What follows belongs to an exercise in optimizing a design on an open flow for a short achievable clock period and few clock cycles; a production flow would make more cautious choices.
The RTL was checked by simulation tests, not by an equivalence proof against the original design.
Power and IR drop assume default switching activity.

==> design.v <==
`timescale 1ns / 1ps
module Mux_2a1_32bits(           
    input  Control,              
    input [31:0] Entrada_0,      
    input [31:0] Entrada_1,      
    output reg [31:0] Salida     
    );
    always @(*)                              
		case(Control)                        
			1'b0: Salida <= Entrada_0;       
			1'b1: Salida <= Entrada_1;       
		endcase
endmodule
`timescale 1ns / 1ps
module Mux_2a1_5bits(            
    input  Control,              
    input [4:0] Entrada_0,       
    input [4:0] Entrada_1,       
    output reg [4:0] Salida      
    );
    always @(*)                            
		case(Control)                      
			1'b0: Salida <= Entrada_0;     
			1'b1: Salida <= Entrada_1;     
		endcase
endmodule
`timescale 1ns / 1ps
module Mux_4a1_32bits(           
    input [1:0] Control,         
    input [31:0] Entrada_0,      
    input [31:0] Entrada_1,      
    input [31:0] Entrada_10,     
    input [31:0] Entrada_11,     
    output reg [31:0] Salida     
    );
    always @(*)                              
		case(Control)                        
			2'b00: Salida <= Entrada_0;      
			2'b01: Salida <= Entrada_1;      
			2'b10: Salida <= Entrada_10;     
			2'b11: Salida <= Entrada_11;     
		endcase
endmodule
`timescale 1ns / 1ps
module SignExtend_8_32(          
    input [7:0] Entrada,         
    input Signo,                 
    output reg [31:0] Salida     
    );
    always @(*) begin
        if (Signo==1) begin
            if (Entrada[7]==1) begin                             
                Salida[31:8] <= 24'b111111111111111111111111;    
                Salida[7:0] <= Entrada[7:0];                     
            end
            else begin                                           
                Salida[31:8] <= 24'b000000000000000000000000;    
                Salida[7:0] <= Entrada[7:0];                     
            end
        end
        else begin
            Salida[31:6] <= 24'b000000000000000000000000;            
            Salida[7:0] <= Entrada[7:0];                             
        end
    end
endmodule
`timescale 1ns / 1ps
module SignExtend_12_32(         
    input [11:0] Entrada,        
    output reg [31:0] Salida     
    );
    always @(*) begin                                
        if (Entrada[11]==1) begin                        
            Salida[31:12] <= 20'b11111111111111111111;    
            Salida[11:0] <= Entrada[11:0];               
        end
        else begin                                       
            Salida[31:12] <= 20'b00000000000000000000;    
            Salida[11:0] <= Entrada[11:0];               
        end
    end
endmodule
`timescale 1ns / 1ps
module SignExtend_13_32(         
    input [12:0] Entrada,        
    output reg [31:0] Salida     
    );
    always @(*) begin                                    
        if (Entrada[12]==1) begin                        
            Salida[31:13] <= 19'b1111111111111111111;    
            Salida[12:0] <= Entrada[12:0];               
        end
        else begin                                       
            Salida[31:13] <= 19'b0000000000000000000;    
            Salida[12:0] <= Entrada[12:0];               
        end
    end
endmodule
`timescale 1ns / 1ps
module SignExtend_16_32(         
    input [15:0] Entrada,        
    input Signo,                
    output reg [31:0] Salida     
    );
    always @(*) begin                                    
        if (Signo==1) begin
            if (Entrada[15]==1) begin                    
                Salida[31:16] <= 16'b1111111111111111;   
                Salida[15:0] <= Entrada[15:0];           
            end
            else begin                                   
                Salida[31:16] <= 16'b000000000000000;    
                Salida[15:0] <= Entrada[15:0];           
            end
        end
    else begin
        Salida[31:16] <= 16'b000000000000000;    
        Salida[15:0] <= Entrada[15:0];           
        end
    end
endmodule
`timescale 1ns / 1ps
module SignExtend_20_32(         
    input [19:0] Entrada,        
    output reg [31:0] Salida     
    );
    always @(*) begin                                
        if (Entrada[19]==1) begin                    
            Salida[31:21] <= 11'b11111111111;        
            Salida[20:0] <= {Entrada[19:0], 1'b0};  
        end
        else begin                                   
            Salida[31:21] <= 11'b00000000000;        
            Salida[20:0] <= {Entrada[19:0], 1'b0};  
        end
    end
endmodule
`timescale 1ns / 1ps
module SignExtend_U(
    input [19:0] Entrada,        
    output reg [31:0] Salida     
    );
    always @(*) begin            
        Salida = {Entrada, 12'b0};    
    end
endmodule
`timescale 1ns / 1ps
module PC_ALU(
	input [31:0] A,     
	input [31:0] B,     
	output reg [31:0] ALU_out   
    );
    always @(*) begin    
        ALU_out=A+B;     
		end
endmodule
`timescale 1ns / 1ps
module RegPC(               
    output reg [31:0] Q,    
    input [31:0] D,         
    input Reset,            
    input CLK               
    );
always @(posedge CLK)       
begin
	if (Reset)
	    Q <= 32'd0;
	else
	    Q <= D;                 
end
endmodule
`timescale 1ns / 1ps
module Banco_Registros(          
    input CLK,                   
    input [4:0] rs2,             
    input [4:0] rs1,             
    input [4:0] rd,              
    input [31:0] di,             
    input wre,                   
    input Reset,
    output reg [31:0] do2,       
    output reg [31:0] do1        
    );
    integer i;
    reg [31:0] registers[31:0];  
	always @(posedge CLK)begin      
	   if(Reset)begin               
	       for(i=0; i<32; i=i+1)    
               registers[i] <= 0;   
	   end
	   else if(wre && rd != 5'd0) begin   
		  registers[rd]<=di;       
		  end
	   end
	always @(*) begin               
	   do2 = (rs2 == 5'd0) ? 32'd0 : registers[rs2];        
	   do1 = (rs1 == 5'd0) ? 32'd0 : registers[rs1];        
	   end
endmodule
`timescale 1ns / 1ps
module Main_ALU(
    input [4:0] Control,            
	input [31:0] A,                 
	input [31:0] B,                 
	output reg [31:0] ALU_out,      
	output reg Flag                 
    );
    always @(*) begin
        ALU_out=32'd0;                  
        Flag=1'b0;
		case (Control)   
			  5'b00000:  
			  begin
			     ALU_out=$signed(A)+$signed(B);
			  end
			  5'b00001:  
			  begin
			     ALU_out=$signed(A)-$signed(B);
			  end
			  5'b00010:  
			  begin
			     ALU_out=A<<B[4:0];
			  end
			  5'b00011:  
			  begin
                if ($signed(A)<$signed(B)) begin
                    ALU_out=32'd1;
                end
                else begin
                    ALU_out=32'd0;
                end
			  end
			  5'b00100:  
			  begin
			     if (A<B) begin
                    ALU_out=32'd1;
                 end
                 else begin
                    ALU_out=32'd0;
                 end
			  end
			  5'b00101:  
			  begin
			     ALU_out=A^B;
			  end
			  5'b00110:  
			  begin
			     ALU_out=A>>B[4:0];
			  end
			  5'b00111:  
			  begin
			     ALU_out=$signed(A)>>>B[4:0];
			  end
			  5'b01000:  
			  begin
			     ALU_out=A|B;
			  end
	          5'b01001:  
	          begin
	             ALU_out=A&B;
	          end
		      5'b01010:  
		      begin
		          ALU_out=B;
		      end
		      5'b01011:  
		      begin
		          if (A==B) begin
		              ALU_out=32'd1;
		              Flag=1;
		          end
		          else begin
		              ALU_out=32'd0;
		              Flag=0;
		          end
		      end
		      5'b01100:  
		      begin
		          if (A!=B) begin
		              ALU_out=32'd1;
		              Flag=1;
		          end
		          else begin
		              ALU_out=32'd0;
		              Flag=0;
		          end
		      end
		      5'b01101:  
		      begin
		          if ($signed(A)<$signed(B)) begin
		              ALU_out=32'd1;
		              Flag=1;
		          end
		          else begin
		              ALU_out=32'd0;
		              Flag=0;
		          end
		      end
		      5'b01110:  
		      begin
		          if ($signed(A)>=$signed(B)) begin
		              ALU_out=32'd1;
		              Flag=1;
		          end
		          else begin
		              ALU_out=32'd0;
		              Flag=0;
		          end
		      end
		      5'b01111:  
		      begin
		          if (A<B) begin
		              ALU_out=32'd1;
		              Flag=1;
		          end
		          else begin
		              ALU_out=32'd0;
		              Flag=0;
		          end
		      end
		      5'b10000:  
		      begin
			     if (A>=B) begin
			          ALU_out=32'd1;
		              Flag=1;
		          end
		          else begin
		              ALU_out=32'd0;
		              Flag=0;
		          end
		      end
		      default: ;
		      endcase
		end
endmodule
`timescale 1ns / 1ps
module Unidad_de_Control(
    input [6:0] opcode,  
	input [6:0] funct7,  
	input [2:0] funct3,  
	output reg wre,     
	output reg [1:0] muxsa,     
	output reg [1:0] muxsb,     
	output reg muximm,  
	output reg [4:0] aluop,     
	output reg [3:0] wme,   
	output reg su,  
	output reg [1:0] muxlm,   
	output reg jrj,     
	output reg [1:0] jrw,     
	output reg [1:0] pcsel  
    );
    always @(*) begin
    wre = 1'b0;
    muxsa = 2'b00;
    muxsb = 2'b00;
    muximm = 1'b0;
    aluop = 5'b00000;
    wme = 4'b0000;
    su = 1'b0;
    muxlm = 2'b10;
    jrj = 1'b0;
    jrw = 2'b00;
    pcsel = 2'b00;
    case (opcode)
        7'b0000011:  
        begin
        wre = 1'b1;
        jrw = 2'b01;
            case (funct3)    
                3'b000: begin  
                    su = 1'b1;
                    muxlm = 2'b01;
                end
                3'b001: begin  
                    su = 1'b1;
                    muxlm = 2'b00;
                end
                3'b010: begin  
                    su = 1'b1;
                    muxlm = 2'b10;
                end
                3'b100: begin  
                    su = 1'b0;
                    muxlm = 2'b01;
                end
                3'b101: begin  
                    su = 1'b0;
                    muxlm = 2'b00;
                end
                default: begin
                    su = 1'b0;
                    muxlm = 2'b10;
                end
            endcase 
        end
        7'b0010011:  
        begin
        wre = 1'b1;
            case (funct3)    
                3'b000: aluop = 5'b00000;  
                3'b001: aluop = 5'b00010;  
                3'b010: aluop = 5'b00011;  
                3'b011: aluop = 5'b00100;  
                3'b100: aluop = 5'b00101;  
                3'b101: aluop = funct7[5] ? 5'b00111 : 5'b00110;  
                3'b110: aluop = 5'b01000;  
                default: aluop = 5'b01001;  
            endcase 
        end
        7'b0100011:  
        begin
        muximm = 1'b1;
            case (funct3)    
                3'b000: wme = 4'b0001;    
                3'b001: wme = 4'b0011;    
                3'b010: wme = 4'b1111;    
                default: wme = 4'b0000;
            endcase
        end
        7'b0110011:  
        begin
        wre = 1'b1;
        muxsb = 2'b01;
            case (funct3)       
                3'b000: aluop = funct7[5] ? 5'b00001 : 5'b00000;  
                3'b001: aluop = 5'b00010;  
                3'b010: aluop = 5'b00011;  
                3'b011: aluop = 5'b00100;  
                3'b100: aluop = 5'b00101;  
                3'b101: aluop = funct7[5] ? 5'b00111 : 5'b00110;  
                3'b110: aluop = 5'b01000;  
                default: aluop = 5'b01001;  
            endcase
        end
        7'b1100011:  
        begin
        muxsb = 2'b01;
        pcsel = 2'b01;
            case (funct3)        
                3'b000: aluop = 5'b01011;  
                3'b001: aluop = 5'b01100;  
                3'b100: aluop = 5'b01101;  
                3'b101: aluop = 5'b01110;  
                3'b110: aluop = 5'b01111;  
                3'b111: aluop = 5'b10000;  
                default: aluop = 5'b00000;
            endcase
        end
        7'b0010111:  
        begin
        wre = 1'b1;
        muxsa = 2'b10;
        muxsb = 2'b10;
        end
        7'b0110111:  
        begin
        wre = 1'b1;
        muxsa = 2'b11;
        muxsb = 2'b10;
        aluop = 5'b01010;
        end
        7'b1100111:  
        begin
        wre = 1'b1;
        jrj = 1'b1;
        jrw = 2'b10;
        end
        7'b1101111:  
        begin
        wre = 1'b1;
        jrw = 2'b10;
        pcsel = 2'b10;
        end
        default: ;
    endcase
    end
endmodule
`timescale 1ns / 1ps
module Microprocesador(
    input CLK,
    input Reset,
    output [31:0] imem_addr,
    input  [31:0] imem_rdata,
    output [31:0] dmem_addr,
    output [31:0] dmem_wdata,
    output [3:0]  dmem_wstrb,
    input  [31:0] dmem_rdata
    );
    reg [11:2] fpc;      
    reg [31:0] pcb;      
    reg [31:0] xa, xb;   
    reg        xclr;     
    reg [31:0] ia, ib;   
    reg        r_redir;  
    reg        r_kill;   
    reg        d_v, d_pt;
    reg [31:0] d_ir, d_pc, d_pimm;
    reg        e_v;
    reg [31:0] e_a, e_b, e_bn, e_sd, e_alt;
    reg [5:0]  e_k;      
    reg        e_fa, e_fb, e_fn, e_fs;
    reg [4:0]  e_rd;
    reg        e_wr, e_ld, e_st, e_br, e_jalr;
    reg [2:0]  e_f3;
    reg        e_s_add, e_s_sll, e_s_sr, e_s_sra, e_s_slt, e_s_sltu, e_s_xor, e_s_or, e_s_and, e_s_pass;
    reg        e_c_eq, e_c_lt, e_c_ltu, e_c_inv;
    reg [31:0] m_res, m_addr, m_wdata;
    reg [3:0]  m_wstrb;
    reg [4:0]  m_rd;
    reg        m_wr, m_ld;
    reg [2:0]  m_f3;
    reg [31:0] w_res;
    reg [4:0]  w_rd;
    reg        w_wr;
    reg [31:0] rf [1:31];
    assign imem_addr  = {20'd0, fpc, 2'b00};
    assign dmem_addr  = {m_addr[31:2], 2'b00};    
    assign dmem_wdata = m_wdata;
    assign dmem_wstrb = m_wstrb;
    wire        f_pt;
    wire [11:2] f_next;
    rv_fetch u_fetch (.fpc(fpc), .ins(imem_rdata), .taken(f_pt), .next(f_next));
    wire        f_jal   = (imem_rdata[6:0] == 7'b1101111);
    wire        f_auipc = (imem_rdata[6:0] == 7'b0010111);
    wire [31:0] f_imm   = f_jal   ? {{11{imem_rdata[31]}}, imem_rdata[31], imem_rdata[19:12], imem_rdata[20], imem_rdata[30:21], 1'b0} :
                          f_auipc ? {imem_rdata[31:12], 12'b0} :
                                    {{19{imem_rdata[31]}}, imem_rdata[31], imem_rdata[7], imem_rdata[30:25], imem_rdata[11:8], 1'b0};
    wire [31:0] lw = dmem_rdata >> {m_addr[1:0], 3'b000};
    wire [31:0] ld_val = (m_f3[1:0] == 2'b00) ? {{24{lw[7]  & ~m_f3[2]}}, lw[7:0]} :
                         (m_f3[1:0] == 2'b01) ? {{16{lw[15] & ~m_f3[2]}}, lw[15:0]} : lw;
    wire [6:0] op  = d_ir[6:0];
    wire [2:0] f3  = d_ir[14:12];
    wire [4:0] rd  = d_ir[11:7];
    wire [4:0] rs1 = d_ir[19:15];
    wire [4:0] rs2 = d_ir[24:20];
    wire op_lui   = (op == 7'b0110111);
    wire op_auipc = (op == 7'b0010111);
    wire op_jal   = (op == 7'b1101111);
    wire op_jalr  = (op == 7'b1100111);
    wire op_br    = (op == 7'b1100011);
    wire op_ld    = (op == 7'b0000011);
    wire op_st    = (op == 7'b0100011);
    wire op_imm   = (op == 7'b0010011);
    wire op_reg   = (op == 7'b0110011);
    wire op_alu   = op_reg | op_imm;
    wire use1 = ~(op_lui | op_auipc | op_jal);
    wire useb = op_reg | op_br;             
    wire use2 = useb | op_st;
    wire wr_d = (op_lui | op_auipc | op_jal | op_jalr | op_ld | op_alu) && (rd != 5'd0);
    wire sub_d = op_reg && f3 == 3'b000 && d_ir[30];
    wire [31:0] immI = {{20{d_ir[31]}}, d_ir[31:20]};
    wire [31:0] immS = {{20{d_ir[31]}}, d_ir[31:25], d_ir[11:7]};
    wire [31:0] immU = {d_ir[31:12], 12'b0};
    wire [31:0] d_tP, d_pc4, pcb4;
    rv_add32 u_tP (.a(d_pc), .b(d_pimm), .ci(1'b0), .s(d_tP));
    rv_inc32 u_d4 (.a(d_pc), .s(d_pc4));
    rv_inc32 u_p4 (.a(pcb),  .s(pcb4));
    wire        d_bbk  = op_br && (d_ir[31] || d_ir[12]);    
    wire        pf_t   = !r_redir && d_v && d_pt;
    wire [31:0] xsum, isum;
    rv_add32 u_xs (.a(xa), .b(xb), .ci(1'b0), .s(xsum));
    rv_add32 u_is (.a(ia), .b(ib), .ci(1'b0), .s(isum));
    wire [31:0] rpc    = r_kill ? {xsum[31:1], xsum[0] & ~xclr} : {isum[31:1], 1'b0};
    wire [31:0] pc_f   = ({32{r_redir}} & rpc) | ({32{pf_t}} & d_tP) | ({32{!r_redir && !pf_t}} & pcb4);
    wire fe1 = e_wr && rs1 == e_rd;
    wire fe2 = e_wr && rs2 == e_rd;
    wire hz_e = e_ld && ((use1 && fe1) || (use2 && fe2));
    wire hz_2 = use1 && fe1 && useb && fe2;
    wire stall = d_v && (hz_e || hz_2);
    wire        jb_e   = fe1 && e_s_pass;
    wire        jb_m   = !fe1 && m_wr && !m_ld && rs1 == m_rd;
    wire        jalr_id = op_jalr && (jb_e || jb_m);
    wire [31:0] jt_e, jt_m;
    rv_add32 u_je (.a(e_alt), .b(immI), .ci(1'b0), .s(jt_e));
    rv_add32 u_jm (.a(m_res), .b(immI), .ci(1'b0), .s(jt_m));
    wire [31:0] jt_id  = ({32{jb_e}} & jt_e) | ({32{~jb_e}} & jt_m);
    wire id_redir = d_v && !stall && jalr_id;
    wire [31:0] rf1 = (rs1 == 5'd0) ? 32'd0 : rf[rs1];
    wire [31:0] rf2 = (rs2 == 5'd0) ? 32'd0 : rf[rs2];
    wire [31:0] m_val = m_ld ? ld_val : m_res;
    wire [31:0] r1 = (m_wr && rs1 == m_rd) ? m_val : (w_wr && rs1 == w_rd) ? w_res : rf1;
    wire [31:0] r2 = (m_wr && rs2 == m_rd) ? m_val : (w_wr && rs2 == w_rd) ? w_res : rf2;
    wire [31:0] bsel = useb ? r2 : op_st ? immS : immI;
    wire e_ok = ~r_kill;
    wire [31:0] j0, j1, a2, u0, u1, u2;
    rv_add32 u_j0 (.a(e_a),   .b(e_b),    .ci(1'b0), .s(j0));
    rv_add32 u_j1 (.a(m_res), .b(e_b),    .ci(1'b0), .s(j1));
    rv_add32 u_a2 (.a(e_a),   .b(m_res),  .ci(1'b0), .s(a2));
    rv_add32 u_u0 (.a(e_a),   .b(e_bn),   .ci(1'b1), .s(u0));
    rv_add32 u_u1 (.a(m_res), .b(e_bn),   .ci(1'b1), .s(u1));
    rv_add32 u_u2 (.a(e_a),   .b(~m_res), .ci(1'b1), .s(u2));
    wire [31:0] sum = ({32{e_k[0]}} & j0) | ({32{e_k[1]}} & j1) | ({32{e_k[2]}} & a2) |
                      ({32{e_k[3]}} & u0) | ({32{e_k[4]}} & u1) | ({32{e_k[5]}} & u2);
    wire [31:0] jt = ({32{e_fa}} & j1) | ({32{~e_fa}} & j0);
    wire eq0, eq1, eq2, lu0, lu1, lu2, ls0, ls1, ls2;
    rv_cmp32 u_c0 (.a(e_a),   .b(e_b),   .eq(eq0), .ltu(lu0), .lts(ls0));
    rv_cmp32 u_c1 (.a(m_res), .b(e_b),   .eq(eq1), .ltu(lu1), .lts(ls1));
    rv_cmp32 u_c2 (.a(e_a),   .b(m_res), .eq(eq2), .ltu(lu2), .lts(ls2));
    wire eq   = (e_fa & eq1) | (e_fb & eq2) | (e_fn & eq0);
    wire ltu  = (e_fa & lu1) | (e_fb & lu2) | (e_fn & lu0);
    wire lt   = (e_fa & ls1) | (e_fb & ls2) | (e_fn & ls0);
    wire [31:0] A  = e_fa ? m_res : e_a;
    wire [31:0] B  = e_fb ? m_res : e_b;
    wire [31:0] SD = e_fs ? m_res : e_sd;
    wire [31:0] shl = A << B[4:0];
    wire [31:0] shr = {{32{e_s_sra & A[31]}}, A} >> B[4:0];
    wire [31:0] ex_res = ({32{e_s_add}}  & sum)
                       | ({32{e_s_sll}}  & shl)
                       | ({32{e_s_sr}}   & shr)
                       | ({32{e_s_slt}}  & {31'd0, lt})
                       | ({32{e_s_sltu}} & {31'd0, ltu})
                       | ({32{e_s_xor}}  & (A ^ B))
                       | ({32{e_s_or}}   & (A | B))
                       | ({32{e_s_and}}  & (A & B))
                       | ({32{e_s_pass}} & e_alt);
    wire taken   = (e_c_eq & eq) | (e_c_lt & lt) | (e_c_ltu & ltu);
    wire redir   = e_ok & ((e_br & (taken ^ e_c_inv)) | e_jalr);
    wire [31:0] redir_pc = e_jalr ? {jt[31:1], 1'b0} : e_alt;
    wire [3:0] strb = (e_f3[1:0] == 2'b00) ? (4'b0001 << jt[1:0]) :
                      (e_f3[1:0] == 2'b01) ? (jt[1] ? 4'b1100 : 4'b0011) : 4'b1111;
    always @(posedge CLK) begin
        if (Reset) begin
            fpc  <= 10'd0;
            xa   <= 32'd0;
            xb   <= 32'd0;
            xclr <= 1'b0;
            r_redir <= 1'b1;
            r_kill  <= 1'b1;
            d_pt <= 1'b0;
            d_v  <= 1'b0;
            e_v  <= 1'b0;
            e_wr <= 1'b0; e_ld <= 1'b0; e_st <= 1'b0; e_br <= 1'b0; e_jalr <= 1'b0;
            m_wr <= 1'b0; m_ld <= 1'b0; m_wstrb <= 4'b0000;
            w_wr <= 1'b0;
        end else begin
            if (redir)
                fpc <= redir_pc[11:2];
            else if (id_redir)
                fpc <= jt_id[11:2];
            else if (!stall)
                fpc <= f_next;
            xa   <= e_jalr ? A : e_alt;
            xb   <= e_jalr ? e_b : 32'd0;
            xclr <= e_jalr;
            r_redir <= redir || id_redir;
            r_kill  <= redir;
            if (!stall)
                d_pt <= f_pt;
            if (redir || id_redir)
                d_v <= 1'b0;
            else if (!stall)
                d_v <= 1'b1;
            begin : idex
                reg v;
                v = d_v && !stall;
                e_v    <= v;
                e_wr   <= v && wr_d;
                e_ld   <= v && op_ld;
                e_st   <= v && op_st;
                e_br   <= v && op_br;
                e_jalr <= v && op_jalr && !jalr_id;
            end
            m_wr    <= e_wr && e_ok;
            m_ld    <= e_ld && e_ok;
            m_wstrb <= (e_st && e_ok) ? strb : 4'b0000;
            w_wr    <= m_wr;
        end
    end
    always @(posedge CLK) begin
        ia <= jb_e ? e_alt : m_res;
        ib <= immI;
        if (!stall) begin
            d_ir <= imem_rdata;
            d_pimm <= f_imm;
            d_pc <= pc_f;
            pcb  <= pc_f;
        end
        e_rd  <= rd;
        e_f3  <= f3;
        e_fa  <= use1 && fe1;
        e_fb  <= useb && fe2;
        e_fn  <= !(use1 && fe1) && !(useb && fe2);
        e_fs  <= fe2;
        e_a   <= r1;
        e_b   <= bsel;
        e_bn  <= ~bsel;
        e_sd  <= r2;
        e_alt <= ({32{op_lui}} & immU) | ({32{op_auipc || (op_br && !d_bbk)}} & d_tP) |
                 ({32{!(op_lui || op_auipc || (op_br && !d_bbk))}} & d_pc4);
        e_k   <= {sub_d && (useb && fe2), sub_d && (use1 && fe1), sub_d && !(use1 && fe1) && !(useb && fe2),
                  !sub_d && (useb && fe2), !sub_d && (use1 && fe1), !sub_d && !(use1 && fe1) && !(useb && fe2)};
        e_s_add  <= op_ld || op_st || (op_alu && f3 == 3'b000);
        e_s_sll  <= op_alu && f3 == 3'b001;
        e_s_sr   <= op_alu && f3 == 3'b101;
        e_s_sra  <= d_ir[30];
        e_s_slt  <= op_alu && f3 == 3'b010;
        e_s_sltu <= op_alu && f3 == 3'b011;
        e_s_xor  <= op_alu && f3 == 3'b100;
        e_s_or   <= op_alu && f3 == 3'b110;
        e_s_and  <= op_alu && f3 == 3'b111;
        e_s_pass <= op_lui || op_auipc || op_jal || op_jalr;
        e_c_eq   <= f3[2:1] == 2'b00;
        e_c_lt   <= f3[2:1] == 2'b10;
        e_c_ltu  <= f3[2:1] == 2'b11;
        e_c_inv  <= f3[0] ^ d_bbk;
        m_rd    <= e_rd;
        m_f3    <= e_f3;
        m_res   <= ex_res;
        m_addr  <= jt;
        m_wdata <= (e_f3[1:0] == 2'b00) ? {4{SD[7:0]}} :
                   (e_f3[1:0] == 2'b01) ? {2{SD[15:0]}} : SD;
        w_rd  <= m_rd;
        w_res <= m_val;
    end
    reg rst_q;
    always @(posedge CLK) rst_q <= Reset;
    integer i;
    always @(posedge CLK) begin
        if (rst_q) begin
            for (i = 1; i < 32; i = i + 1)
                rf[i] <= 32'd0;
        end else if (w_wr) begin
            rf[w_rd] <= w_res;
        end
    end
endmodule
module rv_add32 (
    input  [31:0] a,
    input  [31:0] b,
    input         ci,
    output [31:0] s
    );
    assign s = a + b + {31'd0, ci};
endmodule
module rv_inc32 (
    input  [31:0] a,
    output [31:0] s
    );
    assign s = a + 32'd4;
endmodule
module rv_cmp32 (
    input  [31:0] a,
    input  [31:0] b,
    output        eq,
    output        ltu,
    output        lts
    );
    assign eq  = (a == b);
    assign ltu = (a < b);
    assign lts = ($signed(a) < $signed(b));
endmodule
module rv_fetch (
    input  [11:2] fpc,
    input  [31:0] ins,
    output        taken,
    output [11:2] next
    );
    wire        jal = (ins[6:0] == 7'b1101111);
    wire        bbk = (ins[6:0] == 7'b1100011) && (ins[31] || ins[12]);
    wire [11:2] tJ  = fpc + {ins[20], ins[30:22]};
    wire [11:2] tB  = fpc + {ins[7], ins[30:25], ins[11:9]};
    wire [11:2] n4  = fpc + 10'd1;
    assign taken = jal | bbk;
    assign next  = ({10{jal}} & tJ) | ({10{bbk}} & tB) | ({10{!jal && !bbk}} & n4);
endmodule
==> flow/run.sh <==
#!/bin/bash
# The standard layout (standard.sh), in two calls:
#  1. the standard synthesis, unchanged;
#  2. floorplan to final layout, with the timing repair steps aimed at a
#     tighter effective period than the SDC's (SETUP_SLACK_MARGIN), and the
#     delay cells (dlygate, dlymetal, clkdlybuf) added to the platform's
#     don't-use list, so that port buffers and repair use real buffers.
# The SDC, clock period and constraints are the standard flow's own and unchanged. Make's
# full output goes to synth_flow.log and layout_flow.log here; ORFS keeps each
# step's own log under orfs/logs.
set -euo pipefail
PLATFORM_DONT_USE="sky130_fd_sc_hd__probe_p_8 sky130_fd_sc_hd__probec_p_8 sky130_fd_sc_hd__lpflow_bleeder_1 sky130_fd_sc_hd__lpflow_clkbufkapwr_1 sky130_fd_sc_hd__lpflow_clkbufkapwr_16 sky130_fd_sc_hd__lpflow_clkbufkapwr_2 sky130_fd_sc_hd__lpflow_clkbufkapwr_4 sky130_fd_sc_hd__lpflow_clkbufkapwr_8 sky130_fd_sc_hd__lpflow_clkinvkapwr_1 sky130_fd_sc_hd__lpflow_clkinvkapwr_16 sky130_fd_sc_hd__lpflow_clkinvkapwr_2 sky130_fd_sc_hd__lpflow_clkinvkapwr_4 sky130_fd_sc_hd__lpflow_clkinvkapwr_8 sky130_fd_sc_hd__lpflow_decapkapwr_12 sky130_fd_sc_hd__lpflow_decapkapwr_3 sky130_fd_sc_hd__lpflow_decapkapwr_4 sky130_fd_sc_hd__lpflow_decapkapwr_6 sky130_fd_sc_hd__lpflow_decapkapwr_8 sky130_fd_sc_hd__lpflow_inputiso0n_1 sky130_fd_sc_hd__lpflow_inputiso0p_1 sky130_fd_sc_hd__lpflow_inputiso1n_1 sky130_fd_sc_hd__lpflow_inputiso1p_1 sky130_fd_sc_hd__lpflow_inputisolatch_1 sky130_fd_sc_hd__lpflow_isobufsrc_1 sky130_fd_sc_hd__lpflow_isobufsrc_16 sky130_fd_sc_hd__lpflow_isobufsrc_2 sky130_fd_sc_hd__lpflow_isobufsrc_4 sky130_fd_sc_hd__lpflow_isobufsrc_8 sky130_fd_sc_hd__lpflow_isobufsrckapwr_16 sky130_fd_sc_hd__lpflow_lsbuf_lh_hl_isowell_tap_1 sky130_fd_sc_hd__lpflow_lsbuf_lh_hl_isowell_tap_2 sky130_fd_sc_hd__lpflow_lsbuf_lh_hl_isowell_tap_4 sky130_fd_sc_hd__lpflow_lsbuf_lh_isowell_4 sky130_fd_sc_hd__lpflow_lsbuf_lh_isowell_tap_1 sky130_fd_sc_hd__lpflow_lsbuf_lh_isowell_tap_2 sky130_fd_sc_hd__lpflow_lsbuf_lh_isowell_tap_4"
bash standard.sh synth > synth_flow.log 2>&1
bash standard.sh "DONT_USE_CELLS=$PLATFORM_DONT_USE sky130_fd_sc_hd__dlygate* sky130_fd_sc_hd__dlymetal* sky130_fd_sc_hd__clkdlybuf*" \
  SETUP_SLACK_MARGIN=7.7 TNS_END_PERCENT=100 ABC_CLOCK_PERIOD_IN_PS=3000 finish > layout_flow.log 2>&1
==> standard.sh <==
#!/bin/bash
# synth_recipe.tcl (not shown) runs the flow's synth.tcl, then flattens the netlist and writes it again
# the make line also repeats each setting of config.mk as NAME=value (left out here)
make -C /OpenROAD-flow-scripts/flow DESIGN_CONFIG=/design/flow/config.mk WORK_HOME=/design/flow/orfs CLKGATE_MAP_FILE= SYNTH_SCRIPT=/design/flow/synth_recipe.tcl "${@:-finish}"
==> config.mk <==
export PLATFORM = sky130hd
export DESIGN_NAME = Microprocesador
export DESIGN_NICKNAME = Microprocesador
export VERILOG_FILES = /design/flow/design.v
export SDC_FILE = /design/flow/constraint.sdc
export NUM_CORES = 4
export LEC_CHECK = 0
export ABC_CLOCK_PERIOD_IN_PS = 3000
export CAP_MARGIN = 20
export CORE_MARGIN = 2
export CORE_UTILIZATION = 40
export PLACE_DENSITY = 0.6
export SETUP_SLACK_MARGIN = 5
export SLEW_MARGIN = 20
export SYNTH_HIERARCHICAL = 1
export TNS_END_PERCENT = 100
==> constraint.sdc <==
create_clock -name core_clock -period 11.0 [get_ports {CLK}]
set_input_delay 2.2000 -clock core_clock [delete_from_list [all_inputs] [get_ports {CLK}]]
set_output_delay 2.2000 -clock core_clock [all_outputs]
set_load 0.01 [all_outputs]
==> results_tabular.tex, run 1 <==
\begin{tabular}{lr}
\hline
Metric & Value \\
\hline
\multicolumn{2}{l}{\textbf{STA}} \\
\quad Count of final max-slew check failures & 0 \\
\quad Hold slack & about 330 ps \\
\quad Number of endpoints with negative hold slack in the final report & 0 \\
\quad Setup repair after global routing missed its margin & yes \\
\quad Number of setup violations in the final report & 0 \\
\quad Fmax achieved & around 260 MHz \\
\quad Tcrit/Tclk final & 35.0\% \\
\quad Relative slew slack & roughly an eighth \\
\quad Setup TNS & 0 ps \\
\quad Slew at the pin closest to its max-slew limit & 1310 ps \\
\quad Worst-case clock skew & 60.9 ps \\
\quad Final critical delay including setup and external delays & between 3000 and 4000 ps \\
\multicolumn{2}{l}{\textbf{Cells and area}} \\
\quad Area growth syn-to-layout & 17.0\% \\
\quad Max reg flops & approximately 1000 \\
\quad Post-layout instance count excluding filler cells & approximately 13000 \\
\quad Sequential standard cell area & 0.0436 mm2 \\
\quad Proportion of layout cells with a drive suffix above 1 & 26.2\% \\
\quad Fillers & $\sim$23000 \\
\quad Number of nets in the final layout & 9855 \\
\quad Area of combinational cells with multiple inputs & between 0.05 and 0.06 mm2 \\
\quad Register name with the most flops & rf \\
\multicolumn{2}{l}{\textbf{Global routing}} \\
\quad Largest net degree at the start of global routing & between 80 and 90 \\
\quad Grt total ovfl & 0 \\
\quad Antenna violations before repair & 58 \\
\quad Via count of the first global-routing pass & 79035 \\
\quad Wire length of the first global-routing pass & slightly below 600000 um \\
\quad GRT Resource Usage Total & between 30\% and 40\% \\
\multicolumn{2}{l}{\textbf{Placement}} \\
\quad Placer congestion estimate & 1.04 \\
\quad Port Buffer Count & 141 \\
\quad Total instance count after detailed placement & approximately 12000 \\
\quad Final HPWL DP & 289000 um \\
\multicolumn{2}{l}{\textbf{Critical path}} \\
\quad Slowest library cell on the worst path & sky130\_fd\_sc\_hd\_\_dfxtp\_4 \\
\quad CP Max Fanout & 7 \\
\quad Buffer and inverter count on the worst path & 5 \\
\quad Worst endpoint required time & roughly 12000 ps \\
\quad Critical-path cell list & buf\_8, ha\_4, nand4\_1, nor3\_2, a21boi\_2, o31a\_1, buf\_6, nor4\_2, a222oi\_1, buf\_2, o22ai\_4, nor4\_4, a211oi\_4, buf\_6, buf\_1, nor3\_2, a31oi\_1, o32ai\_2 \\
\quad Family with the most delay on the worst path & compound AO/OA/AOI/OAI gates \\
\quad Critical path class & reg2reg \\
\quad Largest stage delay, worst path & around 400 ps \\
\quad Critical Path End Type & flip-flop \\
\quad Type of element launching the critical path & flip-flop \\
\quad Arrival time of the worst setup path & about 4600 ps \\
\multicolumn{2}{l}{\textbf{Synthesis}} \\
\quad Avg Cell Area, Syn & between 10 and 15 um2 \\
\quad Syn Inst Count & 8920 \\
\quad Synth Cell Area & between 0.1 and 0.15 mm2 \\
\quad Syn. warnings & 7 \\
\multicolumn{2}{l}{\textbf{Power}} \\
\quad Internal power contribution & approximately 12 mW \\
\quad Part of the total power dissipated in sequential elements & slightly above 40\% \\
\quad Portion of total power attributed to the clock network & around a third \\
\quad Sw power & 6.02 mW \\
\quad Share of total power in combinational logic & approximately a quarter \\
\quad Peak VDD IR & $\sim$0.00017 V \\
\quad Switching share of total power & roughly a third \\
\quad Leakage power & about 45 nW \\
\quad Power density over the cells & approximately 150 mW/mm2 \\
\multicolumn{2}{l}{\textbf{Die}} \\
\quad Placeable core area & 0.254 mm2 \\
\quad Die width & about 510 um \\
\quad Effective utilization at floorplan & roughly two fifths \\
\quad Die area & roughly 0.26 mm2 \\
\quad Number of primary I/O pins & between 150 and 200 \\
\quad Number of standard-cell rows in the floorplan & $\sim$190 \\
\quad Die boundary height & 510 um \\
\multicolumn{2}{l}{\textbf{Route}} \\
\quad Pre-antenna DRT Iters & 9 \\
\quad Vias per cell & about 6.3 \\
\quad Initial drt markers & around 10000 \\
\quad Routed wire length & between 400000 and 500000 um \\
\quad DRC Markers & 0 \\
\quad Remaining antenna violation count & 0 \\
\quad Vias & $\sim$80000 \\
\quad Average wire per standard cell & $\sim$33 um \\
\multicolumn{2}{l}{\textbf{Flow run}} \\
\quad Max-cap violations & 0 \\
\multicolumn{2}{l}{\textbf{Clock network}} \\
\quad Inserted Clock Buffers & 180 \\
\quad Clock tree from TritonCTS & yes \\
\quad Sink Count & $\sim$1600 \\
\quad Clk\_lat worst skew & slightly below 900 ps \\
\quad CTS clk-pin slew, worst paths & 60 ps \\
\quad CTS Hold Buffers Added & 0 \\
\quad Maximum buffer depth of the clock tree & 3 \\
\quad CTS H-tree depth & 4 \\
\quad Buffer cell driving the clock tree root & sky130\_fd\_sc\_hd\_\_clkbuf\_16 \\
\multicolumn{2}{l}{\textbf{Status}} \\
\quad Outcome & no timing/DRC/antenna violations \\
\multicolumn{2}{l}{\textbf{Min path}} \\
\quad Worst hold path type & reg2reg \\
\hline
\end{tabular}
layer usage:
layer,part of all wire (%),up-vias,track usage (%)
met5,0.068,-,0.347
li1,-,34354,-
met3,9.8,1296,7.04
met1,35,40767,38.1
met2,46,4988,51.1
met4,8.5,20,22.3
power by group through the flow:
stage / clock [mW] / sequential, mW / combinational [mW]
finish: 6.12 / 7.27 / 4.60
floorplan: 0 / 7.08 / 2.65
global placement: 0 / 7.38 / 3.82
global route: 6.39 / 7.28 / 4.81
CTS: 6.14 / 7.25 / 4.24
detailed placement: 0 / 7.40 / 3.84
layout make-up:
type / count / share of cell area [%]
sequential: 1596 / 36.5
multi-input combinational: 6388 / 49.6
tap: 3366 / 3.52
clock inverter: 106 / 0.860
clock buffer: 228 / 4.06
timing repair buffer: 807 / 4.39
antenna: 37 / 0.0774
inverter: 324 / 1.03
worst register-to-register path, delay by kind of cell, from the launching register on:
family                   cells  cell delay [ps]
flip-flops                   1              400
buffers and inverters        5              760
AO/OA/AOI/OAI                7             1280
adder cells (fa/ha/maj)      1              260
AND/OR/NAND/NOR              5             1040
through the flow:
stage	worst slack (ps)	area (um2)	utilization (%)	power (mW)
floorplan	7020	103000	-	9.74
global placement	5530	106000	41.6	11.2
detailed placement	5520	106000	41.6	11.2
CTS	7190	117000	45.8	17.6
global route	7100	119000	47.0	18.5
finish	7150	120000	47.0	18.0
cells in the final DEF (no fill, tap or decap), drive strengths merged, types with 36 or more instances in the layout:
cell        n
buf       764
and2     1057
and3       81
or2        55
o211ai     58
a2111oi    41
inv       331
xnor2     198
nor3       83
nand3     158
clkbuf    269
conb       36
nor2b      50
a31oi      39
clkinv     78
a21o      131
diode      37
nand2     387
nor2      560
nand4      68
o21ai     269
xor2      154
dfxtp     478
ha        468
a22oi     148
a211oi    144
mux4      635
mux2      152
mux2i     311
a21oi     542
edfxtp   1118
worst paths after layout:
check	start	endpoint	slack, ps	cells after the start
max	e_a[13]$_DFF_P_	fpc[5]$_SDFFE_PP0P_	7150	18
min	e_f3[2]$_DFF_P_	m_f3[2]$_DFF_P_	330	0
max reg2reg	e_a[13]$_DFF_P_	fpc[5]$_SDFFE_PP0P_	7150	18
min reg2reg	e_f3[2]$_DFF_P_	m_f3[2]$_DFF_P_	330	0
timing repair:
action | in CTS | in global routing
gates resized for setup | 873 | 427
cloned | 29 | 9
setup buffers | 294 | 198
endpoints found under the setup margin | 1602 | 859
hold endpoints to repair | 0 | 0
pin swaps | 223 | 202
Testbench counts, summed over its fixed seeds: cycles 33,294.
==> run 2, diff against run 1 <==
--- a/config.mk
+++ b/config.mk
@@ -10,4 +10,4 @@
 export CORE_MARGIN = 2
-export CORE_UTILIZATION = 40
-export PLACE_DENSITY = 0.6
+export CORE_UTILIZATION = 52
+export PLACE_DENSITY = 0.68
 export SETUP_SLACK_MARGIN = 5
==> results_tabular.tex, run 2 <==
\begin{tabular}{lr}
\hline
Metric & Value \\
\hline
\multicolumn{2}{l}{\textbf{Route}} \\
\quad Routed wire length & 423000 um (-0.82\%) \\
\quad Remaining antenna violation count & 0 (unchanged) \\
\quad Vias per cell & 6.80 (+7.4\%) \\
\quad DRC Markers & 0 (unchanged) \\
\quad Pre-antenna DRT Iters & 8 (-1) \\
\quad Vias & 82144 (+0.88\%) \\
\quad Initial drt markers & 11732 (+15\%) \\
\quad Average wire per standard cell & 35.0 um (+5.6\%) \\
\multicolumn{2}{l}{\textbf{STA}} \\
\quad Number of setup violations in the final report & 0 (unchanged) \\
\quad Hold slack & 334 ps (+5.18 ps) \\
\quad Slew at the pin closest to its max-slew limit & 1280 ps (-35.2 ps) \\
\quad Tcrit/Tclk final & 35.6\% (+0.59 points) \\
\quad Worst-case clock skew & 60.3 ps (-0.591 ps) \\
\quad Count of final max-slew check failures & 0 (unchanged) \\
\quad Relative slew slack & 14.6\% (+2.3 points) \\
\quad Number of endpoints with negative hold slack in the final report & 0 (unchanged) \\
\quad Setup repair after global routing missed its margin & yes \\
\quad Setup TNS & 0 ps (unchanged) \\
\quad Final critical delay including setup and external delays & 3920 ps (+64.7 ps) \\
\quad Fmax achieved & 255 MHz (-1.7\%) \\
\multicolumn{2}{l}{\textbf{Critical path}} \\
\quad Type of element launching the critical path & flip-flop \\
\quad FF-to-FF Start & m\_res[31]\$\_DFF\_P\_ \\
\quad Cell repeated most along the worst path & sky130\_fd\_sc\_hd\_\_buf\_2 \\
\quad Depth of the most critical reg-to-reg path & 18 (unchanged) \\
\quad Arrival time of the worst setup path & 4610 ps (+40 ps) \\
\quad CP Max Fanout & 10 (+3) \\
\quad End of the critical path & fpc[2]\$\_SDFFE\_PP0P\_ \\
\quad Reg2Reg Setup Slack & 7080 ps (-60 ps) \\
\quad Slowest library cell on the worst path & sky130\_fd\_sc\_hd\_\_dfxtp\_4 \\
\quad Critical path launch point & m\_res[31]\$\_DFF\_P\_ \\
\quad Critical Path End Type & flip-flop \\
\quad Worst endpoint required time & 11690 ps (-20 ps) \\
\quad Largest stage delay, worst path & 360 ps (-40 ps) \\
\quad Critical path class & reg2reg \\
\quad Terminus of the critical flop-to-flop path & fpc[2]\$\_SDFFE\_PP0P\_ \\
\quad Critical-path cell list & inv\_1, ha\_4, and4\_4, nand4\_1, nor3\_4, o31a\_1, buf\_6, nor3\_2, a222oi\_1, buf\_4, o22ai\_4, buf\_8, nor4\_2, a211oi\_4, buf\_2, buf\_2, a31oi\_1, o32ai\_2 \\
\multicolumn{2}{l}{\textbf{Global routing}} \\
\quad Antenna violations before repair & 47 (-19\%) \\
\quad Grt total ovfl & 0 (unchanged) \\
\quad Via count of the first global-routing pass & 80086 (+1.3\%) \\
\quad GRT Resource Usage Total & 41.4\% (+9.6 points) \\
\quad Largest net degree at the start of global routing & 72 (-16\%) \\
\quad Wire length of the first global-routing pass & 588000 um (-0.58\%) \\
\multicolumn{2}{l}{\textbf{Clock network}} \\
\quad CTS clk-pin slew, worst paths & 60 ps (about the same) \\
\quad CTS H-tree depth & 4 (unchanged) \\
\quad Buffer cell driving the clock tree root & sky130\_fd\_sc\_hd\_\_clkbuf\_16 \\
\quad CTS Hold Buffers Added & 0 (unchanged) \\
\quad Clock tree from TritonCTS & yes \\
\quad Inserted Clock Buffers & 177 (-1.7\%) \\
\quad Sink Count & 1596 (unchanged) \\
\quad Maximum buffer depth of the clock tree & 3 (unchanged) \\
\quad Clk\_lat worst skew & 880 ps (about the same) \\
\multicolumn{2}{l}{\textbf{Power}} \\
\quad Peak VDD IR & 0.000149 V (-15\%) \\
\quad Sw power & 5.96 mW (-0.97\%) \\
\quad Internal power contribution & 12.0 mW (about the same) \\
\quad Overall power & 17.9 mW (-0.36\%) \\
\quad Share of total power in combinational logic & 25.7\% (about the same) \\
\quad Part of the total power dissipated in sequential elements & 40.4\% (about the same) \\
\quad Leakage power & 45.3 nW (about the same) \\
\quad Power density over the cells & 151 mW/mm2 (+0.58\%) \\
\quad Portion of total power attributed to the clock network & 33.9\% (about the same) \\
\quad Switching share of total power & 33.3\% (-0.20 points) \\
\multicolumn{2}{l}{\textbf{Min path}} \\
\quad Worst hold path type & reg2reg \\
\multicolumn{2}{l}{\textbf{Placement}} \\
\quad Post-DP Area & 0.105 mm2 (-0.89\%) \\
\quad Final HPWL DP & 283000 um (-1.9\%) \\
\quad Port Buffer Count & 141 (unchanged) \\
\quad Placer congestion estimate & 1.04 (-0.22\%) \\
\multicolumn{2}{l}{\textbf{Cells and area}} \\
\quad Proportion of layout cells with a drive suffix above 1 & 26.1\% (-0.055 points) \\
\quad Leading cell types in the layout, fill and taps excluded & 1118 x sky130\_fd\_sc\_hd\_\_edfxtp\_1, 1047 x sky130\_fd\_sc\_hd\_\_and2\_1, 635 x sky130\_fd\_sc\_hd\_\_mux4\_2 \\
\quad Area growth syn-to-layout & 15.8\% \\
\quad Register name with the most flops & rf \\
\quad Number of nets in the final layout & 9833 (-0.22\%) \\
\quad Final core utilization & 60.7\% (+14 points) \\
\quad Final instance area & 0.118 mm2 (-0.94\%) \\
\quad Max reg flops & 1024 (unchanged) \\
\quad Most common cell after layout, fill and taps aside & sky130\_fd\_sc\_hd\_\_edfxtp\_1 \\
\multicolumn{2}{l}{\textbf{Die}} \\
\quad Die width & 447 um (-12\%) \\
\quad Number of standard-cell rows in the floorplan & 162 (-12\%) \\
\quad Die boundary height & 447 um (-12\%) \\
\quad Die area & 0.200 mm2 (-23\%) \\
\quad Effective utilization at floorplan & 52.4\% (+12 points) \\
\quad Number of primary I/O pins & 166 (unchanged) \\
\quad Placeable core area & 0.195 mm2 (-23\%) \\
\multicolumn{2}{l}{\textbf{Synthesis}} \\
\quad Synth Cell Area & 0.102 mm2 (unchanged) \\
\quad Avg Cell Area, Syn & 11.5 um2 (unchanged) \\
\quad Syn. warnings & 7 (unchanged) \\
\quad Syn Inst Count & 8920 (unchanged) \\
\multicolumn{2}{l}{\textbf{Flow run}} \\
\quad Max-cap violations & 0 (unchanged) \\
\multicolumn{2}{l}{\textbf{Status}} \\
\quad Outcome & no timing/DRC/antenna violations \\
\hline
\end{tabular}
[run 2: cell types whose count changed in the layout (fill, tap and decap cells not counted), sizes merged, moves of 2 or more]
| cell | delta |
|---|---|
| clkinv | -9 |
| diode | -9 |
| nor2 | -8 |
| clkinvlp | -6 |
| buf | -5 |
| bufbuf | +2 |
| inv | -2 |
[run 2: final cells by class]
type / count / area (um2)
timing repair buffer: 794 / 5180
sequential: 1596 / 43600
clock buffer: 239 / 4930
timing repair inverter: 1 / 5.00
antenna: 28 / 70.1
clock inverter: 88 / 852
inverter: 324 / 1230
fill: 15618 / 76800
multi-input combinational: 6381 / 59300
tap: 2624 / 3280
[run 2: worst min-delay path by stage]
stage	start	endpoint	slack, ps	cells past startpoint
global route	e_f3[2]$_DFF_P_	m_f3[2]$_DFF_P_	340	0
detailed placement	e_f3[2]$_DFF_P_	m_f3[2]$_DFF_P_	330	0
CTS	e_f3[2]$_DFF_P_	m_f3[2]$_DFF_P_	330	0
finish	e_f3[2]$_DFF_P_	m_f3[2]$_DFF_P_	330	0
global placement	e_f3[2]$_DFF_P_	m_f3[2]$_DFF_P_	310	0
floorplan	e_f3[2]$_DFF_P_	m_f3[2]$_DFF_P_	310	0
[run 2: power by group through the flow]
stage                     clock [mW]  combinational (mW)  sequential, mW
after floorplan                    0                2.65            7.08
after global placement             0                3.81            7.36
after detailed placement           0                3.83            7.38
after CTS                       6.07                4.27            7.21
after global routing            6.30                4.80            7.25
final                           6.07                4.61            7.24
[run 2: metrics by stage]
step	cells	setup WS [ps]
floorplan	8954	7020
global placement	11207	5630
detailed placement	11208	5460
CTS	11887	7170
global route	12048	7000
finish	12075	7080
[run 2: critical path: cells and delay by family (launching register included)]
| kind | cells | cell delay, ps |
|---|---|---|
| fa+ha+maj | 1 | 280 |
| flops | 1 | 360 |
| buf+inv | 6 | 890 |
| simple gates | 5 | 1170 |
| compound gates | 6 | 1030 |
[run 2: what timing repair did]
item	4_1_cts	5_1_grt
gates cloned	23	7
pin swaps	222	194
endpoints found under the setup margin	977	494
gates resized for setup	870	416
setup buffers	329	153
[run 2: per-layer routing]
metal  wire length [um]  GRT usage, %
met1             145000          48.9
met2             194000          65.6
met3              44700          10.4
met4              38400          30.8
met5                264             0
==> run 3, diff against run 2 <==
--- a/design.v
+++ b/design.v
@@ -505,3 +505,3 @@
     reg [2:0]  e_f3;
-    reg        e_s_add, e_s_sll, e_s_sr, e_s_sra, e_s_slt, e_s_sltu, e_s_xor, e_s_or, e_s_and, e_s_pass;
+    reg        e_s_sll, e_s_sr, e_s_sra, e_s_slt, e_s_sltu, e_s_xor, e_s_or, e_s_and, e_s_pass;
     reg        e_c_eq, e_c_lt, e_c_ltu, e_c_inv;
@@ -551,2 +551,3 @@
     wire sub_d = op_reg && f3 == 3'b000 && d_ir[30];
+    wire add_d = op_alu && f3 == 3'b000 && !sub_d;
     wire [31:0] immI = {{20{d_ir[31]}}, d_ir[31:20]};
@@ -592,4 +593,2 @@
     rv_add32 u_u2 (.a(e_a),   .b(~m_res), .ci(1'b1), .s(u2));
-    wire [31:0] sum = ({32{e_k[0]}} & j0) | ({32{e_k[1]}} & j1) | ({32{e_k[2]}} & a2) |
-                      ({32{e_k[3]}} & u0) | ({32{e_k[4]}} & u1) | ({32{e_k[5]}} & u2);
     wire [31:0] jt = ({32{e_fa}} & j1) | ({32{~e_fa}} & j0);
@@ -599,3 +598,2 @@
     rv_cmp32 u_c2 (.a(e_a),   .b(m_res), .eq(eq2), .ltu(lu2), .lts(ls2));
-    wire eq   = (e_fa & eq1) | (e_fb & eq2) | (e_fn & eq0);
     wire ltu  = (e_fa & lu1) | (e_fb & lu2) | (e_fn & lu0);
@@ -607,4 +605,3 @@
     wire [31:0] shr = {{32{e_s_sra & A[31]}}, A} >> B[4:0];
-    wire [31:0] ex_res = ({32{e_s_add}}  & sum)
-                       | ({32{e_s_sll}}  & shl)
+    wire [31:0] ex_oth = ({32{e_s_sll}}  & shl)
                        | ({32{e_s_sr}}   & shr)
@@ -616,4 +613,8 @@
                        | ({32{e_s_pass}} & e_alt);
-    wire taken   = (e_c_eq & eq) | (e_c_lt & lt) | (e_c_ltu & ltu);
-    wire redir   = e_ok & ((e_br & (taken ^ e_c_inv)) | e_jalr);
+    wire [31:0] ex_res;
+    rv_rmux u_rmux (.k(e_k), .s0(j0), .s1(j1), .s2(a2), .s3(u0), .s4(u1), .s5(u2), .oth(ex_oth), .r(ex_res));
+    wire redir;
+    rv_taken u_taken (.cmp({ls2, ls1, ls0, lu2, lu1, lu0, eq2, eq1, eq0}), .fc({e_fb, e_fa, e_fn}),
+                      .kind({e_c_lt, e_c_ltu, e_c_eq}), .inv(e_c_inv), .br(e_br), .jalr(e_jalr), .ok(e_ok),
+                      .redir(redir));
     wire [31:0] redir_pc = e_jalr ? {jt[31:1], 1'b0} : e_alt;
@@ -691,4 +692,3 @@
         e_k   <= {sub_d && (useb && fe2), sub_d && (use1 && fe1), sub_d && !(use1 && fe1) && !(useb && fe2),
-                  !sub_d && (useb && fe2), !sub_d && (use1 && fe1), !sub_d && !(use1 && fe1) && !(useb && fe2)};
-        e_s_add  <= op_ld || op_st || (op_alu && f3 == 3'b000);
+                  add_d && (useb && fe2), add_d && (use1 && fe1), add_d && !(use1 && fe1) && !(useb && fe2)};
         e_s_sll  <= op_alu && f3 == 3'b001;
@@ -766 +766,31 @@
 endmodule
+module rv_rmux (
+    input  [5:0]  k,
+    input  [31:0] s0,
+    input  [31:0] s1,
+    input  [31:0] s2,
+    input  [31:0] s3,
+    input  [31:0] s4,
+    input  [31:0] s5,
+    input  [31:0] oth,
+    output [31:0] r
+    );
+    assign r = ({32{k[0]}} & s0) | ({32{k[1]}} & s1) | ({32{k[2]}} & s2) |
+               ({32{k[3]}} & s3) | ({32{k[4]}} & s4) | ({32{k[5]}} & s5) | oth;
+endmodule
+module rv_taken (
+    input  [8:0] cmp,
+    input  [2:0] fc,
+    input  [2:0] kind,
+    input        inv,
+    input        br,
+    input        jalr,
+    input        ok,
+    output       redir
+    );
+    wire eq  = |(cmp[2:0] & fc);
+    wire ltu = |(cmp[5:3] & fc);
+    wire lt  = |(cmp[8:6] & fc);
+    wire taken = (kind[0] & eq) | (kind[1] & ltu) | (kind[2] & lt);
+    assign redir = ok & ((br & (taken ^ inv)) | jalr);
+endmodule
--- a/config.mk
+++ b/config.mk
@@ -10,4 +10,4 @@
 export CORE_MARGIN = 2
-export CORE_UTILIZATION = 52
-export PLACE_DENSITY = 0.68
+export CORE_UTILIZATION = 40
+export PLACE_DENSITY = 0.6
 export SETUP_SLACK_MARGIN = 5
==> results_tabular.tex, run 3 <==
\begin{tabular}{lr}
\hline
Metric & Value \\
\hline
\multicolumn{2}{l}{\textbf{Cells and area}} \\
\quad Number of nets in the final layout & 9826 (-0.071\%) \\
\quad Most common cell after layout, fill and taps aside & sky130\_fd\_sc\_hd\_\_edfxtp\_1 \\
\quad Register name with the most flops & rf \\
\quad Fillers & 22708 (+45\%) \\
\quad Proportion of layout cells with a drive suffix above 1 & 24.9\% (-1.2 points) \\
\quad Max reg flops & 1024 (unchanged) \\
\quad Area growth syn-to-layout & 16.8\% \\
\quad Final instance area & 0.119 mm2 (+0.84\%) \\
\quad Post-layout instance count excluding filler cells & 12801 (+6.0\%) \\
\quad Leading cell types in the layout, fill and taps excluded & 1118 x sky130\_fd\_sc\_hd\_\_edfxtp\_1, 1048 x sky130\_fd\_sc\_hd\_\_and2\_1, 623 x sky130\_fd\_sc\_hd\_\_mux4\_2 \\
\multicolumn{2}{l}{\textbf{Route}} \\
\quad Average wire per standard cell & 34.2 um (-2.3\%) \\
\quad DRC Markers & 0 (unchanged) \\
\quad Initial drt markers & 11669 (-0.54\%) \\
\quad Remaining antenna violation count & 0 (unchanged) \\
\quad Routed wire length & 438000 um (+3.6\%) \\
\quad Pre-antenna DRT Iters & 9 (+1) \\
\quad Vias per cell & 6.45 (-5.2\%) \\
\quad Vias & 82598 (+0.55\%) \\
\multicolumn{2}{l}{\textbf{Critical path}} \\
\quad Worst endpoint required time & 11690 ps (about the same) \\
\quad Slowest library cell on the worst path & sky130\_fd\_sc\_hd\_\_a221o\_1 \\
\quad Largest stage delay, worst path & 460 ps (+100 ps) \\
\quad CP Max Fanout & 4 (-6) \\
\quad Critical Path End Type & flip-flop \\
\quad Critical path class & reg2reg \\
\quad Type of element launching the critical path & flip-flop \\
\quad Critical-path cell list & ha\_4, and2\_4, a221o\_1, a221o\_1, buf\_6, nor2\_4, nor4\_4, a222oi\_1, o22ai\_2, mux2i\_1, a211o\_4, clkinvlp\_4, buf\_1, nor3\_2, a31oi\_2, o32ai\_2 \\
\quad Arrival time of the worst setup path & 4480 ps (-130 ps) \\
\quad Cell repeated most along the worst path & sky130\_fd\_sc\_hd\_\_a221o\_1 \\
\multicolumn{2}{l}{\textbf{Die}} \\
\quad Effective utilization at floorplan & 40.2\% (-12 points) \\
\quad Die boundary height & 510 um (+14\%) \\
\quad Placeable core area & 0.254 mm2 (+30\%) \\
\quad Number of standard-cell rows in the floorplan & 185 (+14\%) \\
\quad Die width & 510 um (+14\%) \\
\quad Number of primary I/O pins & 166 (unchanged) \\
\quad Die area & 0.260 mm2 (+30\%) \\
\multicolumn{2}{l}{\textbf{STA}} \\
\quad Relative slew slack & 16.1\% (+1.6 points) \\
\quad Final critical delay including setup and external delays & 3800 ps (-121 ps) \\
\quad Fmax achieved & 263 MHz (+3.2\%) \\
\quad Worst-case clock skew & 84.3 ps (+24.0 ps) \\
\quad Count of final max-slew check failures & 0 (unchanged) \\
\quad Tcrit/Tclk final & 34.5\% (-1.1 points) \\
\quad Setup TNS & 0 ps (unchanged) \\
\quad Number of endpoints with negative hold slack in the final report & 0 (unchanged) \\
\quad Number of setup violations in the final report & 0 (unchanged) \\
\quad Slew at the pin closest to its max-slew limit & 1260 ps (-21.7 ps) \\
\quad Setup repair after global routing missed its margin & yes \\
\quad Hold slack & 372 ps (+38.0 ps) \\
\multicolumn{2}{l}{\textbf{Clock network}} \\
\quad Clock tree from TritonCTS & yes \\
\quad CTS clk-pin slew, worst paths & 60 ps (about the same) \\
\quad Maximum buffer depth of the clock tree & 3 (unchanged) \\
\quad CTS Hold Buffers Added & 0 (unchanged) \\
\quad Inserted Clock Buffers & 182 (+2.8\%) \\
\quad Sink Count & 1595 (-0.063\%) \\
\quad Buffer cell driving the clock tree root & sky130\_fd\_sc\_hd\_\_clkbuf\_16 \\
\quad CTS H-tree depth & 4 (unchanged) \\
\quad Clk\_lat worst skew & 890 ps (about the same) \\
\multicolumn{2}{l}{\textbf{Global routing}} \\
\quad Grt total ovfl & 0 (unchanged) \\
\quad Via count of the first global-routing pass & 79493 (-0.74\%) \\
\quad GRT Resource Usage Total & 32.8\% (-8.6 points) \\
\quad Antenna violations before repair & 44 (-6.4\%) \\
\quad Largest net degree at the start of global routing & 71 (-1.4\%) \\
\quad Wire length of the first global-routing pass & 606000 um (+3.0\%) \\
\multicolumn{2}{l}{\textbf{Synthesis}} \\
\quad Synth Cell Area & 0.102 mm2 (about the same) \\
\quad Syn. warnings & 7 (unchanged) \\
\quad Syn Inst Count & 8872 (-0.54\%) \\
\quad Avg Cell Area, Syn & 11.5 um2 (+0.54\%) \\
\multicolumn{2}{l}{\textbf{Power}} \\
\quad Peak VDD IR & 0.000165 V (+11\%) \\
\quad Power density over the cells & 149 mW/mm2 (-1.3\%) \\
\quad Leakage power & 45.1 nW (-0.32\%) \\
\quad Overall power & 17.8 mW (-0.46\%) \\
\multicolumn{2}{l}{\textbf{Placement}} \\
\quad Post-DP Area & 0.106 mm2 (+1.0\%) \\
\quad Final HPWL DP & 296000 um (+4.3\%) \\
\quad Total instance count after detailed placement & 11933 (+6.5\%) \\
\quad Port Buffer Count & 141 (unchanged) \\
\quad Placer congestion estimate & 1.02 (-1.3\%) \\
\multicolumn{2}{l}{\textbf{Status}} \\
\quad Outcome & no timing/DRC/antenna violations \\
\multicolumn{2}{l}{\textbf{Min path}} \\
\quad Worst hold path type & reg2reg \\
\multicolumn{2}{l}{\textbf{Flow run}} \\
\quad Max-cap violations & 0 (unchanged) \\
\hline
\end{tabular}
-- run 3: layout make-up --
| class | instances | area [um2] | share of cell area [%] |
|---|---|---|---|
| inverters | 316 | 1210 | 1.02 |
| flip-flops and latches | 1595 | 43600 | 36.5 |
| diodes | 19 | 47.5 | 0.0398 |
| repair buffers | 820 | 5450 | 4.56 |
| multi-input cells | 6350 | 58800 | 49.2 |
| clock inverters | 111 | 1240 | 1.04 |
| repair inverters | 3 | 22.5 | 0.0189 |
| well taps | 3366 | 4210 | 3.53 |
| clock buffers | 221 | 4820 | 4.04 |
-- run 3: layer usage --
metal	wire [um]	global-route usage [%]
met2	204000	53.1
met3	43400	6.75
met4	34100	20.8
met5	97	0
met1	157000	40.0
-- run 3: timing repair --
item / CTS / global route
buffers inserted: 302 / 168
endpoints found under the setup margin: 1738 / 536
resized for setup: 845 / 408
pin swaps: 151 / 146
cloned: 39 / 7
-- run 3: critical path: cells and delay by family (launching register included) --
family	cells	cell delay, ps
AND/OR/NAND/NOR	4	340
AO/OA/AOI/OAI	7	2050
multiplexers	1	170
flip-flops	1	380
buffers and inverters	3	440
adder cells (fa/ha/maj)	1	250
-- run 3: per-stage QoR --
step / util (%) / setup WS, ps
2_1_floorplan: - / 7040
3_3_place_gp: 41.7 / 6000
3_5_place_dp: 41.7 / 6000
4_1_cts: 45.9 / 7370
5_1_grt: 47.0 / 7160
6_report: 47.0 / 7200
-- run 3: path summary, 6_finish.rpt --
check | start | slack (ps) | endpoint | cells after the start
setup reg to reg | e_a[27]$_DFF_P_ | 7200 | fpc[8]$_SDFFE_PP0P_ | 16
hold / removal | m_rd[4]$_DFF_P_ | 370 | w_rd[4]$_DFF_P_ | 0
hold reg to reg | m_rd[4]$_DFF_P_ | 370 | w_rd[4]$_DFF_P_ | 0
setup / recovery | e_a[27]$_DFF_P_ | 7200 | fpc[8]$_SDFFE_PP0P_ | 16
-- run 3: where the power goes --
part | internal, mW | switching, mW
registers | 6.76 | 0.468
clock network | 3.50 | 2.76
logic | 1.71 | 2.63
total | 12.0 | 5.86
Testbench counts of run 3, summed over its fixed seeds: cycles 33,294.
==> run 4, diff against run 3 <==
--- a/design.v
+++ b/design.v
@@ -760,7 +760,7 @@
     wire        bbk = (ins[6:0] == 7'b1100011) && (ins[31] || ins[12]);
-    wire [11:2] tJ  = fpc + {ins[20], ins[30:22]};
-    wire [11:2] tB  = fpc + {ins[7], ins[30:25], ins[11:9]};
+    wire [11:2] off = ins[3] ? {ins[20], ins[30:25], ins[24:22]} : {ins[7], ins[30:25], ins[11:9]};
+    wire [11:2] t   = fpc + off;
     wire [11:2] n4  = fpc + 10'd1;
     assign taken = jal | bbk;
-    assign next  = ({10{jal}} & tJ) | ({10{bbk}} & tB) | ({10{!jal && !bbk}} & n4);
+    assign next  = ({10{taken}} & t) | ({10{~taken}} & n4);
 endmodule
==> results_tabular.tex, run 4 <==
\begin{tabular}{lr}
\hline
Metric & Value \\
\hline
\multicolumn{2}{l}{\textbf{STA}} \\
\quad Setup repair after global routing missed its margin & yes \\
\quad Number of endpoints with negative hold slack in the final report & 0 (unchanged) \\
\quad Final critical delay including setup and external delays & 3870 ps (+78.6 ps) \\
\quad Smallest setup slack after layout & 7130 ps (-78.6 ps) \\
\quad Count of final max-slew check failures & 0 (unchanged) \\
\quad Hold slack & 369 ps (-3.09 ps) \\
\multicolumn{2}{l}{\textbf{Die}} \\
\quad Die width & 509 um (-0.15\%) \\
\quad Number of standard-cell rows in the floorplan & 185 (unchanged) \\
\quad Placeable core area & 0.254 mm2 (-0.18\%) \\
\quad Die area & 0.259 mm2 (-0.29\%) \\
\quad Number of primary I/O pins & 166 (unchanged) \\
\quad Effective utilization at floorplan & 40.2\% (-0.045 points) \\
\multicolumn{2}{l}{\textbf{Placement}} \\
\quad Port Buffer Count & 141 (unchanged) \\
\quad Final HPWL DP & 286000 um (-3.2\%) \\
\quad Placer congestion estimate & 1.06 (+3.1\%) \\
\quad Total instance count after detailed placement & 11866 (-0.56\%) \\
\quad Post-placement setup slack & 6040 ps (+45.7 ps) \\
\multicolumn{2}{l}{\textbf{Power}} \\
\quad Leakage power & 44.6 nW (-1.1\%) \\
\quad Power density over the cells & 148 mW/mm2 (-1.2\%) \\
\multicolumn{2}{l}{\textbf{Clock network}} \\
\quad Sink Count & 1595 (unchanged) \\
\quad Maximum buffer depth of the clock tree & 3 (unchanged) \\
\quad CTS H-tree depth & 4 (unchanged) \\
\quad Clock tree from TritonCTS & yes \\
\quad CTS clk-pin slew, worst paths & 60 ps (about the same) \\
\quad Inserted Clock Buffers & 178 (-2.2\%) \\
\multicolumn{2}{l}{\textbf{Cells and area}} \\
\quad Leading cell types in the layout, fill and taps excluded & 1118 x sky130\_fd\_sc\_hd\_\_edfxtp\_1, 1046 x sky130\_fd\_sc\_hd\_\_and2\_1, 623 x sky130\_fd\_sc\_hd\_\_mux4\_2 \\
\quad Proportion of layout cells with a drive suffix above 1 & 23.9\% (-1.0 points) \\
\quad Most common cell after layout, fill and taps aside & sky130\_fd\_sc\_hd\_\_edfxtp\_1 \\
\quad Number of nets in the final layout & 9704 (-1.2\%) \\
\quad Register name with the most flops & rf \\
\quad Max reg flops & 1024 (unchanged) \\
\quad Post-layout instance count excluding filler cells & 12694 (-0.84\%) \\
\multicolumn{2}{l}{\textbf{Critical path}} \\
\quad Type of element launching the critical path & flip-flop \\
\quad Critical Path End Type & flip-flop \\
\quad Worst endpoint required time & 11720 ps (+30 ps) \\
\quad Arrival time of the worst setup path & 4590 ps (+110 ps) \\
\quad Critical path class & reg2reg \\
\quad CP Max Fanout & 5 (+1) \\
\multicolumn{2}{l}{\textbf{Flow run}} \\
\quad Max-cap violations & 0 (unchanged) \\
\multicolumn{2}{l}{\textbf{Global routing}} \\
\quad Met2 layer usage reported by global route & 51.8\% (-1.3 points) \\
\quad Largest net degree at the start of global routing & 77 (+8.5\%) \\
\quad Antenna violations before repair & 58 (+32\%) \\
\quad Highest-utilization routing layer at the global route stage & met2 \\
\quad Met1 Usage GRT & 38.2\% (-1.8 points) \\
\multicolumn{2}{l}{\textbf{Status}} \\
\quad Outcome & no timing/DRC/antenna violations \\
\multicolumn{2}{l}{\textbf{Route}} \\
\quad Initial drt markers & 10640 (-8.8\%) \\
\quad Average wire per standard cell & 33.9 um (-0.99\%) \\
\quad Remaining antenna violation count & 0 (unchanged) \\
\multicolumn{2}{l}{\textbf{Synthesis}} \\
\quad Syn Inst Count & 8822 (-0.56\%) \\
\hline
\end{tabular}
-- run 4: where the power goes --
| part | internal [mW] | total [mW] | leakage [nW] | switching [mW] |
|---|---|---|---|---|
| logic | 1.63 | 4.20 | 26.3 | 2.56 |
| registers | 6.76 | 7.21 | 15.5 | 0.450 |
| clock network | 3.31 | 5.98 | 2.80 | 2.67 |
-- run 4: worst max-delay path, cell delays in order, from the launching register on --
cell	delay, ps
sky130_fd_sc_hd__dfxtp_4	380
sky130_fd_sc_hd__inv_2	50
sky130_fd_sc_hd__ha_4	240
sky130_fd_sc_hd__and4_4	210
sky130_fd_sc_hd__nand4_1	110
sky130_fd_sc_hd__buf_6	150
sky130_fd_sc_hd__nor3_4	260
sky130_fd_sc_hd__buf_2	160
sky130_fd_sc_hd__o31a_1	230
sky130_fd_sc_hd__nor4_4	70
sky130_fd_sc_hd__a222oi_1	480
sky130_fd_sc_hd__o22ai_1	150
sky130_fd_sc_hd__mux2i_1	170
sky130_fd_sc_hd__a211o_4	410
sky130_fd_sc_hd__nor2_4	220
sky130_fd_sc_hd__o21ai_4	150
sky130_fd_sc_hd__o32ai_2	280
-- run 4: per-layer routing --
metal	wire length [um]	share of wire, %
met1	151000	35
met2	198000	46
met3	43100	10
met4	37700	8.8
met5	184	0.043
-- run 4: area by class of cell --
class,instances,area [um2],area share [%]
Sequential cell,1595,43500,37.0
Inverter,307,1170,0.995
Clock buffer,245,4990,4.24
Tap cell,3366,4210,3.58
Timing Repair inverter,3,22.5,0.0191
Clock inverter,79,754,0.641
Multi-Input combinational cell,6319,58000,49.2
Timing Repair Buffer,746,5000,4.25
Antenna cell,34,85.1,0.0722
-- run 4: path summary, 6_finish.rpt --
path	startpoint	to	slack [ps]	cells past startpoint
worst max-delay path	e_b[28]$_DFF_P_	fpc[8]$_SDFFE_PP0P_	7130	16
worst min-delay path	m_rd[1]$_DFF_P_	w_rd[1]$_DFF_P_	370	0
worst max register to register	e_b[28]$_DFF_P_	fpc[8]$_SDFFE_PP0P_	7130	16
worst min register to register	m_rd[1]$_DFF_P_	w_rd[1]$_DFF_P_	370	0
-- run 4: repair_timing --
action | CTS | global route
setup buffers | 256 | 164
resized for setup | 723 | 356
hold buffers | 0 | 0
gates cloned | 38 | 9
setup endpoints to repair | 1804 | 553
pin swaps | 138 | 131
-- run 4: through the flow --
| stage | power (mW) | area, um2 |
|---|---|---|
| floorplan | 9.53 | 102000 |
| global placement | 10.9 | 105000 |
| detailed placement | 10.9 | 105000 |
| CTS | 17.1 | 115000 |
| global route | 17.8 | 118000 |
| finish | 17.4 | 118000 |
Testbench counts of run 4, summed over its fixed seeds: cycles 33,294.

Setup slack of run 4, layout unchanged: 7.125 ns with ideal ports, 7.125 ns with driving cells assumed (clock clkbuf_16, inputs buf_2), 6.282 ns with port delays also shifted by the 0.931 ns mid clock arrival.
